This is an optimization exercise on Yosys and OpenROAD, whose aim is small area, a short achievable clock period and few clock cycles per item, not a production implementation. Only simulation tests tie the RTL to the original design; equivalence was not proved.

==> module calculadora, before the edit <==
module calculadora (
    input  logic [3:0]  cmd,
    input  logic        clock,
    input  logic        reset,
    output logic [1:0]  status,
    output logic [3:0]  data,
    output logic [2:0]  position,
    output logic [31:0] result
);
    localparam logic [3:0] CMD_RES = 4'b1110, CMD_CLR = 4'b1111;
    logic s_idle, s_ina, s_op, s_inb, s_done, s_err;
    logic n_idle, n_ina, n_op, n_inb, n_done, n_err;
    logic [26:0] x;        
    logic [31:0] vs, vc;   
    logic        mul, add, sub;       
    logic        n_mul, n_add, n_sub;
    logic        m_mul;    
    logic        m_as;     
    logic        b_add;    
    logic        b_sub;    
    logic        inv_a;    
    logic [31:0] acc;      
    logic        inv_r;    
    logic        sat_r;    
    logic [3:0]  data_r;
    logic [2:0]  pos_r;
    wire is_dig = (cmd <= 4'd9);
    wire is_op  = (cmd == 4'd10) || (cmd == 4'd11) || (cmd == 4'd12);
    wire is_res = (cmd == CMD_RES);
    wire is_clr = (cmd == CMD_CLR);
    wire full   = (pos_r == 3'd7);    
    wire in_num = s_ina | s_inb;
    always_comb begin
        {n_idle, n_ina, n_op, n_inb, n_done, n_err} = {s_idle, s_ina, s_op, s_inb, s_done, s_err};
        if (s_idle) begin
            if (is_dig) begin n_idle = 1'b0; n_ina = 1'b1; end
        end
        if (s_ina) begin
            if (is_op) begin n_ina = 1'b0; n_op = 1'b1; end
            else if (is_dig & full) begin n_ina = 1'b0; n_err = 1'b1; end
            else if (is_clr) begin n_ina = 1'b0; n_idle = 1'b1; end
        end
        if (s_op) begin
            if (is_dig) begin n_op = 1'b0; n_inb = 1'b1; end
            else if (is_clr) begin n_op = 1'b0; n_idle = 1'b1; end
            else if (is_res) begin n_op = 1'b0; n_err = 1'b1; end
        end
        if (s_inb) begin
            if (is_res) begin n_inb = 1'b0; n_done = 1'b1; end
            else if (is_dig & full) begin n_inb = 1'b0; n_err = 1'b1; end
            else if (is_clr) begin n_inb = 1'b0; n_op = 1'b1; end
        end
        if (s_done) begin
            if (is_clr | is_dig) begin n_done = 1'b0; n_idle = 1'b1; end
        end
        if (s_err) begin
            if (is_clr) begin n_err = 1'b0; n_idle = 1'b1; end
        end
        {n_mul, n_add, n_sub} = {mul, add, sub};
        if ((s_ina | s_op) & is_op) begin
            n_mul = (cmd == 4'd12);
            n_add = (cmd == 4'd10);
            n_sub = (cmd == 4'd11);
        end
    end
    wire [31:0] a32 = {5'd0, x};
    wire [31:0] hs  = vs;
    wire [31:0] hc  = vc;
    wire        v_clr = n_idle | n_op;
    wire [2:0]  lo1 = m_mul ? {2'b00, cmd[1] & cmd[0]}                
                          : (cmd[3] ? {2'b11, cmd[0]} : cmd[2:0]);
    wire [2:0]  lo3 = (b_add | b_sub) ? {cmd[3], ~cmd[3], 1'b0}
                    : m_mul ? 3'd0 : {1'b0, cmd[3], 1'b0};
    wire [31:0] u1 = {hs[28:0], lo1};
    wire [31:0] u2 = {hs[30:0], 1'b0};
    wire [31:0] u3 = {hc[28:0], lo3};
    wire [31:0] u4 = {hc[30:0], 1'b0};
    wire        sel8 = cmd[3] | (cmd[2] & cmd[1] & cmd[0]);
    wire        sel4 = ~cmd[3] & (cmd[2] ^ (cmd[1] & cmd[0]));
    wire [31:0] u5 = m_mul ? (sel8 ? {a32[28:0], 3'b000} : sel4 ? {a32[29:0], 2'b00} : 32'd0)
                   : b_add ? ~{a32[28:0], 3'b000}
                   : b_sub ? {a32[28:0], 3'b111}
                   : 32'd0;
    logic [31:0] u6;
    always_comb begin
        if (m_as) u6 = a32 ^ {32{inv_a}};
        else if (!m_mul) u6 = 32'd0;
        else case (cmd[1:0])
            2'd0: u6 = 32'd0;
            2'd1: u6 = a32;
            2'd2: u6 = {a32[30:0], 1'b0};
            2'd3: u6 = ~a32;
        endcase
    end
    function automatic logic [63:0] csa(input logic [31:0] a, b, c);
        logic [31:0] s, cy;
        s  = a ^ b ^ c;
        cy = (a & b) | (a & c) | (b & c);
        csa = {s, cy[30:0], 1'b0};
    endfunction
    wire [63:0] l1 = csa(u1, u2, u3);
    wire [63:0] l2 = csa(l1[63:32], l1[31:0], u4);
    wire [63:0] l3a = csa(l2[63:32], l2[31:0], u6);
    wire [63:0] l3 = csa(l3a[63:32], l3a[31:0], u5);
    wire [31:0] r = vs + vc;
    always_ff @(posedge clock) begin
        if (s_ina) x <= r[26:0];
        {mul, add, sub} <= {n_mul, n_add, n_sub};
    end
    always_ff @(posedge clock or posedge reset) begin
        if (reset) begin
            s_idle <= 1'b1; s_ina <= 1'b0; s_op <= 1'b0;
            s_inb  <= 1'b0; s_done <= 1'b0; s_err <= 1'b0;
            vs     <= 32'd0; vc <= 32'd0;
            m_mul  <= 1'b0; m_as <= 1'b0;
            b_add  <= 1'b0; b_sub <= 1'b0; inv_a <= 1'b0;
            acc    <= 32'd0;
            inv_r  <= 1'b0;
            sat_r  <= 1'b0;
            data_r <= 4'd0;
            pos_r  <= 3'd0;
        end else begin
            {s_idle, s_ina, s_op, s_inb, s_done, s_err} <= {n_idle, n_ina, n_op, n_inb, n_done, n_err};
            if (v_clr) begin
                vs <= 32'd0;
                vc <= 32'd0;
            end else if (is_dig & (s_idle | s_ina | s_op | s_inb)) begin
                vs <= l3[63:32];
                vc <= l3[31:0];
            end
            m_mul <= (n_op | n_inb) & n_mul;
            m_as  <= (n_op | n_inb) & ~n_mul;
            b_add <= n_inb & n_add;
            b_sub <= n_inb & n_sub;
            inv_a <= (n_inb & n_add) | (n_op & n_sub);
            if (s_inb & is_res) begin
                acc   <= r;
                inv_r <= sub;
                sat_r <= sub & ~r[27];
            end
            if (is_dig & (s_idle | s_op)) begin
                data_r <= cmd; pos_r <= 3'd0;
            end else if (is_dig & in_num & ~full) begin
                data_r <= cmd; pos_r <= pos_r + 3'd1;
            end else if (is_op & s_ina) begin
                data_r <= CMD_CLR; pos_r <= 3'd0;
            end else if (is_op & s_op) begin
                data_r <= cmd; pos_r <= 3'd0;
            end else if (is_clr & s_ina) begin
                pos_r <= 3'd0;
            end else if (is_clr & (s_op | s_inb | s_done | s_err)) begin
                data_r <= CMD_CLR; pos_r <= 3'd0;
            end
        end
    end
    assign status   = {s_err, 1'b0};
    assign data     = data_r;
    assign position = pos_r;
    assign result   = (acc ^ {32{inv_r}}) | {32{sat_r}};
endmodule
clock: 5.0 ns
lec_check: 0
cap_margin: 20
core_margin: 2
core_utilization: 50
place_density: 0.75
setup_slack_margin: 2.1
slew_margin: 20
standard.sh (not shown) runs the stock make flow with config.mk's settings and CLKGATE_MAP_FILE= SYNTH_SCRIPT=/design/flow/synth_recipe.tcl, a recipe that flattens the netlist after the stock synthesis.
==> flow/flow/run.sh <==
#!/bin/bash
# The standard layout (standard.sh, unchanged synthesis), with the port
# buffers made of a plain buffer cell instead of the one buffer_ports picks.
set -uo pipefail
export BUFFER_PORTS_ARGS="-buffer_cell sky130_fd_sc_hd__buf_1"
bash standard.sh > standard.log 2>&1
The baseline passed the timing, DRC and antenna checks.
Testbench counts at the start, summed over its fixed seeds: cycles 18,612, ops 1,600.
Then changed:
--- a/flow/design.v
+++ b/flow/design.v
@@ -59,11 +59,10 @@
     logic        m_as;     
     logic        b_add;    
     logic        b_sub;    
     logic        inv_a;    
     logic [31:0] acc;      
-    logic        inv_r;    
     logic        sat_r;    
     logic [3:0]  data_r;
     logic [2:0]  pos_r;
     wire is_dig = (cmd <= 4'd9);
     wire is_op  = (cmd == 4'd10) || (cmd == 4'd11) || (cmd == 4'd12);
@@ -154,11 +153,10 @@
             s_inb  <= 1'b0; s_done <= 1'b0; s_err <= 1'b0;
             vs     <= 32'd0; vc <= 32'd0;
             m_mul  <= 1'b0; m_as <= 1'b0;
             b_add  <= 1'b0; b_sub <= 1'b0; inv_a <= 1'b0;
             acc    <= 32'd0;
-            inv_r  <= 1'b0;
             sat_r  <= 1'b0;
             data_r <= 4'd0;
             pos_r  <= 3'd0;
         end else begin
             {s_idle, s_ina, s_op, s_inb, s_done, s_err} <= {n_idle, n_ina, n_op, n_inb, n_done, n_err};
@@ -173,12 +171,11 @@
             m_as  <= (n_op | n_inb) & ~n_mul;
             b_add <= n_inb & n_add;
             b_sub <= n_inb & n_sub;
             inv_a <= (n_inb & n_add) | (n_op & n_sub);
             if (s_inb & is_res) begin
-                acc   <= r;
-                inv_r <= sub;
+                acc   <= r ^ {32{sub}};
                 sat_r <= sub & ~r[27];
             end
             if (is_dig & (s_idle | s_op)) begin
                 data_r <= cmd; pos_r <= 3'd0;
             end else if (is_dig & in_num & ~full) begin
@@ -195,11 +192,11 @@
         end
     end
     assign status   = {s_err, 1'b0};
     assign data     = data_r;
     assign position = pos_r;
-    assign result   = (acc ^ {32{inv_r}}) | {32{sat_r}};
+    assign result   = acc | {32{sat_r}};
 endmodule
 module calculadora_top (
     input logic clock,      
     input logic reset,      
     input logic [3:0] cmd,  
The changed run produced a clean layout.
Flip-flop and latch count drops by 1.
Die area went down slightly.
Hold slack loses 0.051 ns.
Routed wire length is lower by roughly a tenth.
Register-to-register slack degrades by 0.17 ns.
Setup slack is worse by 0.15 ns.
Global-route usage drops by 1.8 points.
Design area falls by a few percent.
Testbench counts after the change, summed over its fixed seeds: cycles 18,612, ops 1,600.

[afterwards: timing with drivers on the ports]
How much do the figures lean on ideal ports? The routed layouts below were timed once more, with nothing changed but the port constraints.
Step 1 assumes that a clkbuf_16 drives the clock port and a buf_2 every other input.
Step 2 moves the port delays by t, midway between the first and last clock arrival at a register: inputs arrive t later, outputs are due t later. That takes back most of the time a late clock gives input paths.
Slacks: ideal ports / drivers / drivers and shift; pairs: ideal ports / drivers.
run | shift t [ns] | slack for setup (ns) | cell pins on the clock port's net
the first run | 0.572 | 2.083 / 2.097 / 1.540 | 1
the second run | 0.503 | 1.934 / 1.934 / 1.525 | 1
After both steps setup and hold are still met in every run listed. For the first run, which loses most, drivers alone change the setup slack by +0.014 ns; drivers and shift together by -0.543 ns.
